What follows belongs to an exercise in optimizing a design on an open flow for small area and a short achievable clock period; a production flow would make more cautious choices.
In this exercise RTL edits were held to simulation tests only and were not proved equivalent to the original.
Power figures rest on the tool's default switching activity, not on a simulated workload.

==> flow/design.v <==
module ALU(
  input  [31:0] io_A_in,
  input  [31:0] io_B_in,
  input         io_sub,        
  input         io_unsigned,   
  input         io_sel_logic,  
  input         io_sel_slt,    
  input  [1:0]  io_logic_op,   
  output [31:0] io_out,
  output        io_overflow
);
  wire [31:0] b   = io_sub ? ~io_B_in : io_B_in;
  wire [31:0] sum = io_A_in + b + {31'h0, io_sub};
  assign io_overflow = (io_A_in[31] == b[31]) & (sum[31] != io_A_in[31]);
  wire diff_sign = io_A_in[31] ^ io_B_in[31];
  wire less = diff_sign ? (io_unsigned ? io_B_in[31] : io_A_in[31]) : sum[31];
  reg [31:0] lg;
  always @(*) begin
    case (io_logic_op)
      2'b00: lg = io_A_in & io_B_in;
      2'b01: lg = io_A_in | io_B_in;
      2'b10: lg = io_A_in ^ io_B_in;
      default: lg = {io_B_in[15:0], 16'h0};
    endcase
  end
  assign io_out = io_sel_logic ? lg : io_sel_slt ? {31'h0, less} : sum;
endmodule
module Shifter(
  input  [31:0] io_in,
  input  [4:0]  io_amount,
  input  [1:0]  io_operation,
  output [31:0] io_out
);
  wire left  = io_operation == 2'b00;
  wire rot   = io_operation == 2'b01;
  wire arith = io_operation == 2'b11;
  function [31:0] rev(input [31:0] x);
    integer k;
    for (k = 0; k < 32; k = k + 1) rev[k] = x[31-k];
  endfunction
  wire [31:0] x0 = left ? rev(io_in) : io_in;
  wire fill = arith & io_in[31];
  wire [31:0] s1  = io_amount[0] ? {rot ? x0[0]    : {1{fill}},  x0[31:1]}  : x0;
  wire [31:0] s2  = io_amount[1] ? {rot ? s1[1:0]  : {2{fill}},  s1[31:2]}  : s1;
  wire [31:0] s4  = io_amount[2] ? {rot ? s2[3:0]  : {4{fill}},  s2[31:4]}  : s2;
  wire [31:0] s8  = io_amount[3] ? {rot ? s4[7:0]  : {8{fill}},  s4[31:8]}  : s4;
  wire [31:0] s16 = io_amount[4] ? {rot ? s8[15:0] : {16{fill}}, s8[31:16]} : s8;
  assign io_out = left ? rev(s16) : s16;
endmodule
module Register(
  input           clock,
  input           reset,
  input  [31:0]   io_Rs_sel,      
  input  [31:0]   io_Rt_sel,      
  input  [31:0]   io_Rd_we,       
  input  [31:0]   io_Rd_in,
  output [31:0]   io_Rs_out,
  output [31:0]   io_Rt_out,
  output [1023:0] io_register_for_peek
);
  wire [31:0] wd = reset ? 32'h0 : io_Rd_in;
  wire [31:0] rs_terms [0:31];
  wire [31:0] rt_terms [0:31];
  assign io_register_for_peek[31:0] = 32'h0;
  assign rs_terms[0] = 32'h0;
  assign rt_terms[0] = 32'h0;
  genvar i;
  generate
    for (i = 1; i < 32; i = i + 1) begin : g_reg
      reg [31:0] r;
      assign io_register_for_peek[32*i +: 32] = r;
      always @(posedge clock) begin
        if (reset | io_Rd_we[i]) r <= wd;
      end
      assign rs_terms[i] = rs_terms[i-1] | ({32{io_Rs_sel[i]}} & r);
      assign rt_terms[i] = rt_terms[i-1] | ({32{io_Rt_sel[i]}} & r);
    end
  endgenerate
  assign io_Rs_out = rs_terms[31];
  assign io_Rt_out = rt_terms[31];
endmodule
module CPU(
  input         clock,
  input         reset,
  input  [31:0] io_instruction,
  output [31:0] io_register_for_peek_0,
  output [31:0] io_register_for_peek_1,
  output [31:0] io_register_for_peek_2,
  output [31:0] io_register_for_peek_3,
  output [31:0] io_register_for_peek_4,
  output [31:0] io_register_for_peek_5,
  output [31:0] io_register_for_peek_6,
  output [31:0] io_register_for_peek_7,
  output [31:0] io_register_for_peek_8,
  output [31:0] io_register_for_peek_9,
  output [31:0] io_register_for_peek_10,
  output [31:0] io_register_for_peek_11,
  output [31:0] io_register_for_peek_12,
  output [31:0] io_register_for_peek_13,
  output [31:0] io_register_for_peek_14,
  output [31:0] io_register_for_peek_15,
  output [31:0] io_register_for_peek_16,
  output [31:0] io_register_for_peek_17,
  output [31:0] io_register_for_peek_18,
  output [31:0] io_register_for_peek_19,
  output [31:0] io_register_for_peek_20,
  output [31:0] io_register_for_peek_21,
  output [31:0] io_register_for_peek_22,
  output [31:0] io_register_for_peek_23,
  output [31:0] io_register_for_peek_24,
  output [31:0] io_register_for_peek_25,
  output [31:0] io_register_for_peek_26,
  output [31:0] io_register_for_peek_27,
  output [31:0] io_register_for_peek_28,
  output [31:0] io_register_for_peek_29,
  output [31:0] io_register_for_peek_30,
  output [31:0] io_register_for_peek_31,
  output [29:0] io_pc_for_peek
);
  wire [31:0] ins = io_instruction;
  wire [5:0]  op    = ins[31:26];
  wire [4:0]  rs    = ins[25:21];
  wire [4:0]  rt    = ins[20:16];
  wire [4:0]  rd    = ins[15:11];
  wire [4:0]  shamt = ins[10:6];
  wire [5:0]  f     = ins[5:0];
  wire [15:0] imm   = ins[15:0];
  wire is_r    = ~op[3] & ~op[2] & ~op[1] & ~op[0];
  wire is_i    = op[3];                                    
  wire is_jal  = ~op[3] & ~op[2] & op[1] & op[0];
  wire is_br   = ~op[3] & (op[2] | (~op[1] & op[0]));      
  wire r_alu   = f[5];                                     
  wire r_jalr  = ~f[5] & f[3];
  wire r_shift = ~f[5] & ~f[3];
  wire is_link = is_jal | (is_r & r_jalr);
  wire is_shift = is_r & r_shift;
  wire arith   = is_r ? (f[5] & ~f[3] & ~f[2]) : (op[3] & ~op[2] & ~op[1]);
  wire wen     = op[3] | (~op[2] & ~(op[1] ^ op[0]));       
  wire alu_sub      = is_r ? f[1] : op[1];
  wire alu_unsigned = is_r ? f[0] : op[0];
  wire alu_logic    = is_r ? f[2] : op[2];
  wire alu_slt      = is_r ? f[3] : op[1];
  wire [1:0] alu_lop = is_r ? f[1:0] : op[1:0];
  wire [31:0] ext_imm = {{16{imm[15] & ~op[2]}}, imm};
  wire [31:0] rs_sel = 32'h1 << rs;
  wire [31:0] rt_sel = 32'h1 << rt;
  wire [4:0]  waddr  = is_jal ? 5'd31 : (is_i ? rt : rd);
  wire [31:0] wdec   = 32'h1 << waddr;
  wire [31:0] rs_out, rt_out, wd, alu_out, sh_out;
  wire [1023:0] peek;
  wire ovf;
  wire do_write = wen & ~(arith & ovf);
  wire [31:0] we = wdec & {32{do_write}};
  Register registers (
    .clock(clock),
    .reset(reset),
    .io_Rs_sel(rs_sel),
    .io_Rt_sel(rt_sel),
    .io_Rd_we(we),
    .io_Rd_in(wd),
    .io_Rs_out(rs_out),
    .io_Rt_out(rt_out),
    .io_register_for_peek(peek)
  );
  wire [31:0] b_operand = is_r ? rt_out : ext_imm;
  ALU alu (
    .io_A_in(rs_out),
    .io_B_in(b_operand),
    .io_sub(alu_sub),
    .io_unsigned(alu_unsigned),
    .io_sel_logic(alu_logic),
    .io_sel_slt(alu_slt),
    .io_logic_op(alu_lop),
    .io_out(alu_out),
    .io_overflow(ovf)
  );
  Shifter shifter (
    .io_in(rt_out),
    .io_amount(f[2] ? rs_out[4:0] : shamt),
    .io_operation(f[1:0]),
    .io_out(sh_out)
  );
  reg  [29:0] pc;
  wire [29:0] pc1 = pc + 30'h1;
  wire [29:0] br_target = pc1 + {{14{imm[15]}}, imm};
  wire eq = rs_out == rt_out;
  wire taken = op[2] ? (eq ^ op[0]) : (rs_out[31] ^ rt[0]);
  wire [29:0] npc = is_jal ? {pc[29:26], ins[25:0]} :
                    (is_r & r_jalr) ? rs_out[31:2] :
                    (is_br & taken) ? br_target : pc1;
  always @(posedge clock) begin
    if (reset) pc <= 30'h0;
    else pc <= npc;
  end
  assign wd = is_link ? {pc1, 2'b00} : is_shift ? sh_out : alu_out;
  assign io_pc_for_peek = pc;
  assign io_register_for_peek_0 = peek[31:0];
  assign io_register_for_peek_1 = peek[63:32];
  assign io_register_for_peek_2 = peek[95:64];
  assign io_register_for_peek_3 = peek[127:96];
  assign io_register_for_peek_4 = peek[159:128];
  assign io_register_for_peek_5 = peek[191:160];
  assign io_register_for_peek_6 = peek[223:192];
  assign io_register_for_peek_7 = peek[255:224];
  assign io_register_for_peek_8 = peek[287:256];
  assign io_register_for_peek_9 = peek[319:288];
  assign io_register_for_peek_10 = peek[351:320];
  assign io_register_for_peek_11 = peek[383:352];
  assign io_register_for_peek_12 = peek[415:384];
  assign io_register_for_peek_13 = peek[447:416];
  assign io_register_for_peek_14 = peek[479:448];
  assign io_register_for_peek_15 = peek[511:480];
  assign io_register_for_peek_16 = peek[543:512];
  assign io_register_for_peek_17 = peek[575:544];
  assign io_register_for_peek_18 = peek[607:576];
  assign io_register_for_peek_19 = peek[639:608];
  assign io_register_for_peek_20 = peek[671:640];
  assign io_register_for_peek_21 = peek[703:672];
  assign io_register_for_peek_22 = peek[735:704];
  assign io_register_for_peek_23 = peek[767:736];
  assign io_register_for_peek_24 = peek[799:768];
  assign io_register_for_peek_25 = peek[831:800];
  assign io_register_for_peek_26 = peek[863:832];
  assign io_register_for_peek_27 = peek[895:864];
  assign io_register_for_peek_28 = peek[927:896];
  assign io_register_for_peek_29 = peek[959:928];
  assign io_register_for_peek_30 = peek[991:960];
  assign io_register_for_peek_31 = peek[1023:992];
endmodule
==> flow/run.sh <==
#!/bin/bash
# synth_recipe.tcl (not shown) runs the flow's synth.tcl, then flattens the netlist and writes it again
# the make line also repeats each setting of config.mk as NAME=value (left out here)
make -C /OpenROAD-flow-scripts/flow DESIGN_CONFIG=/design/flow/config.mk WORK_HOME=/design/flow/orfs CLKGATE_MAP_FILE= SYNTH_SCRIPT=/design/flow/synth_recipe.tcl finish
==> flow/config.mk <==
export PLATFORM = sky130hd
export DESIGN_NAME = CPU
export DESIGN_NICKNAME = CPU
export VERILOG_FILES = /design/flow/design.v
export SDC_FILE = /design/flow/constraint.sdc
export NUM_CORES = 4
export LEC_CHECK = 0
export CAP_MARGIN = 20
export CORE_MARGIN = 2
export CORE_UTILIZATION = 25
export SLEW_MARGIN = 20
==> flow/constraint.sdc <==
create_clock -name core_clock -period 12.0 [get_ports {clock}]
set_input_delay 2.4000 -clock core_clock [delete_from_list [all_inputs] [get_ports {clock}]]
set_output_delay 2.4000 -clock core_clock [all_outputs]
set_load 0.01 [all_outputs]
==> run notes <==
## state kept, by name (all words and copies together) (netlist names)
name and flops:
registers.g.r 992, pc 30
## per-layer routing
| metal | vias up | GRT usage | wire [um] | share of wire |
|---|---|---|---|---|
| met5 | - | 0.005800 | 335 | 0.00066 |
| met1 | 32270 | 0.5013 | 182100 | 0.36 |
| met2 | 6781 | 0.5949 | 205400 | 0.40 |
| li1 | 22440 | - | - | - |
| met4 | 28 | 0.3295 | 49840 | 0.098 |
| met3 | 1974 | 0.1839 | 71220 | 0.14 |
## metrics by stage
step / instances / worst slack (ns) / utilization
3_3_place_gp: 9052 / 1.014 / 0.3282
4_1_cts: 9258 / 1.770 / 0.3444
6_report: 9315 / 0.9646 / 0.3452
5_1_grt: 9269 / 1.288 / 0.3447
3_5_place_dp: 9053 / 1.037 / 0.3283
2_1_floorplan: 5067 / 1.665 / -
## layout make-up
class	instances	area [sq um]
Sequential cell	1022	30390
Tap cell	2992	3744
Clock inverter	80	723.2
Clock buffer	125	2894
Antenna cell	55	137.6
Inverter	99	371.6
Timing Repair Buffer	1448	14170
Multi-Input combinational cell	3494	25280
Fill cell	22490	147400
## layout by cell type (no fill, tap or decap), drive strengths merged, types with 140 or more instances in the layout
master | synthesis | final
and3 | 553 | 553
a2111oi | 164 | 164
nand4 | 140 | 140
a22oi | 480 | 480
nor2 | 196 | 196
a21oi | 172 | 172
buf | 161 | 406
clkdlybuf4s50 | 0 | 1042
nand3 | 231 | 231
nand2 | 295 | 295
edfxtp | 992 | 992
## worst reg2reg max path, delay by kind of cell (launching register included)
family | cells | cell delay (ns)
AO/OA/AOI/OAI | 9 | 3.83
buffers and inverters | 1 | 0.27
flip-flops | 1 | 0.53
AND/OR/NAND/NOR | 6 | 2.13
XOR/XNOR | 1 | 0.20
multiplexers | 1 | 0.21
adder cells (fa/ha/maj) | 1 | 0.42
## cells by family (layout without fill, tap and decap cells)
group           after synthesis  count (layout)  share of synthesized area
buf+inv                     551            1752                    0.04282
other cells                   1              87                 0.00006612
xor+xnor                    145             145                    0.02239
flops                      1022            1022                     0.5359
compound gates             1343            1343                     0.1739
fa+ha+maj                   127             127                    0.02828
simple gates               1688            1688                     0.1661
mux                         159             159                    0.03067
## power breakdown
part | internal, W | total, W | switching [W] | leakage (nW)
sequential | 0.00448 | 0.00532 | 0.000836 | 10.5
clock | 0.00193 | 0.00357 | 0.00164 | 1.73
combinational | 0.00130 | 0.00371 | 0.00241 | 17.7
## cells in the mapped netlist, types with 29 or more instances
| cell | instances |
|---|---|
| dfxtp_1 | 30 |
| mux2i_1 | 113 |
| o22ai_1 | 29 |
| buf_4 | 41 |
| nand3_1 | 231 |
| edfxtp_1 | 992 |
| a31o_2 | 35 |
| xor2_1 | 49 |
| mux2_2 | 38 |
| xnor2_1 | 96 |
| nor3_1 | 43 |
| a2111oi_0 | 160 |
| a22oi_1 | 480 |
| nand4_1 | 140 |
| and3_1 | 552 |
| o211ai_1 | 39 |
| inv_1 | 99 |
| o21ai_0 | 122 |
| nand2_1 | 295 |
| buf_2 | 86 |
| a21oi_1 | 172 |
| ha_1 | 125 |
| nor2_1 | 193 |
| clkbuf_1 | 290 |
| nor4_1 | 31 |
| a221oi_1 | 53 |
| a21o_1 | 35 |
## worst max-delay path by stage
stage | end | cells past startpoint
after floorplan | registers.g_reg[10].r[15] | 25
after global placement | registers.g_reg[6].r[26] | 24
after detailed placement | registers.g_reg[6].r[17] | 24
after CTS | registers.g_reg[6].r[0] | 24
after global routing | registers.g_reg[6].r[4] | 24
final | registers.g_reg[6].r[4] | 24
==> impl_metrics.py <==
metrics = {
    "critical_path": {
        "end_kind": "flop",
        "path_class": "input pin to flop",
        "cpPeakStageDelay_ns": 1.06,
        "cp_top_family": "compound AO/OA/AOI/OAI gates",
        "cp.required_ns": 12.39,
        "path_max_fanout": 32,
        "cp_slowest_cell": "nor2_4",
        "regToRegEndpoint": "registers.g_reg[6].r[4]",
        "crit_buf_inv": 4,
        "cp.arrival_ns": 11.42,
        "startpoint": "io_instruction[16]",
        "worst-r2r-setup-slack_ns": 3.92,
        "r2r-start": "registers.g_reg[5].r[5]",
        "reg2reg_depth": 19,
        "critPathLaunchType": "input pin",
        "path_cells": "buf_2 > nand2b_2 > nor2_4 > buf_4 > a22oi_1 > nand3_1 > or3_1 > nand2_1 > nand2_1 > xnor2_1 > ha_1 > inv_1 > o21bai_1 > a21oi_1 > o21ai_0 > a311oi_1 > a21oi_1 > a211oi_2 > o31ai_1 > a221o_1 > mux2i_1 > or4_1 > buf_12 > a31o_4",
    },
    "grt": {
        "grt_max_degree": 51,
        "grt_pass1_vias": 57090,
        "track_usage": 0.4227,
        "grt_first_pass_wirelength_um": 635100,
        "antenna_found_initial": 72,
        "overflow": 0,
    },
    "sta": {
        "hold_viol": 0,
        "finalSetupTns_ns": 0,
        "max_clock_freq_mhz": 90.62,
        "min_period_over_period": 0.9196,
        "rsz0062_at_grt": "no",
        "slew-limit-headroom": 0.1335,
        "min_period_ns": 11.04,
        "fin_hold_ws_ns": 0.5549,
        "worst_pin_slew_ns": 1.297,
        "slew_violations": 0,
        "setup_viol": 0,
        "skew_ns": 0.06493,
    },
    "min_path": {
        "hp-start": "pc[28]",
        "worst_hold_path.num_cells": 2,
        "hold_path.class": "flop to flop",
        "whs_endpoint": "pc[28]",
    },
    "route": {
        "wl_per_cell_um": 54.63,
        "drc": 0,
        "drt_first_pass_iters": 14,
        "vias": 63500,
        "vias_per_cell": 6.817,
        "initialDrtViolationCount": 12650,
        "wirelength_um": 508800,
        "ant_nets": 0,
    },
    "clock_network": {
        "post_cts.repair.setup_buffers": 0,
        "numCtsBuffers": 111,
        "h-tree-depth": 3,
        "clock-sinks": 1022,
        "cts_resized": 0,
        "clk_pin_slew_ns": 0.06,
        "cts_tree": "done",
        "ctsHoldBuffers": 0,
        "cts_root_buf": "clkbuf_16",
        "clk_latency_ns": 0.83,
        "clock_path_buffers": 3,
    },
    "placement": {
        "hpwl_um": 384300,
        "dpl_cell_area_sq_mm": 0.07391,
        "place.gp.congestion": 1.075,
        "portBuffers": 1053,
    },
    "final_layout": {
        "syn_to_final_growth_pct": 37.02,
        "layout.nets": 6337,
        "drive_above_1_share": 0.1348,
        "design_area_sq_mm": 0.07771,
    },
    "synthesis": {
        "synth_warnings": 4,
        "synthCells": 5036,
        "async_flop_share": 0,
        "synth.lib_cells_used.distinct": 91,
        "ys_ff_latch": 1022,
        "synth.area.top_cells": "edfxtp_1 53%, a22oi_1 6.4%, and3_1 6.1%",
        "synth_top_area_share": 0.5253,
        "synthFlopType": "edfxtp_1",
        "synth_edf_count": 992,
        "netlist.top_cell.by_area": "edfxtp_1",
        "avgSynthCellArea_sq_um": 11.26,
        "syn-cell-area_sq_mm": 0.05671,
        "yosysSeqAreaShare": 0.5359,
    },
    "die": {
        "start_util": 0.2519,
        "die_w_um": 480.3,
        "rows": 174,
        "core_sq_mm": 0.2251,
        "die_h_um": 480.3,
        "die_area_sq_mm": 0.2307,
        "io-pin-count": 1088,
    },
    "power": {
        "finalPower_w": 0.01260,
        "power.leakage_nw": 29.89,
        "ir_drop_uv": 105.9,
        "powerDensity_mw_per_mm2": 162.2,
    },
    "run_status": {
        "status": "complete, no violations",
    },
    "flow_run": {
        "cap_violations": 0,
    },
}

## what the ideal ports hide
The flow's constraints put no driver on any port. The routed layout listed below was extracted and timed again, unchanged, in two steps. Step 1 assumes that a clkbuf_16 drives the clock port and a buf_2 every other input. Step 2, shift: input delay + t, output delay - t, t = (earliest + latest rising clock arrival at the registers) / 2. This alone moves slack from input paths to output paths. Three values: ideal, step 1, step 2; two values: the first two.
t, ns: 0.899
slack for setup (ns): 0.965 / 1.034 / 0.135
hold WS [ns]: 0.555 / 0.555 / 0.555
After both steps this run still meets setup and hold. For this run, drivers alone change the setup slack by +0.069 ns; drivers and shift together by -0.830 ns.
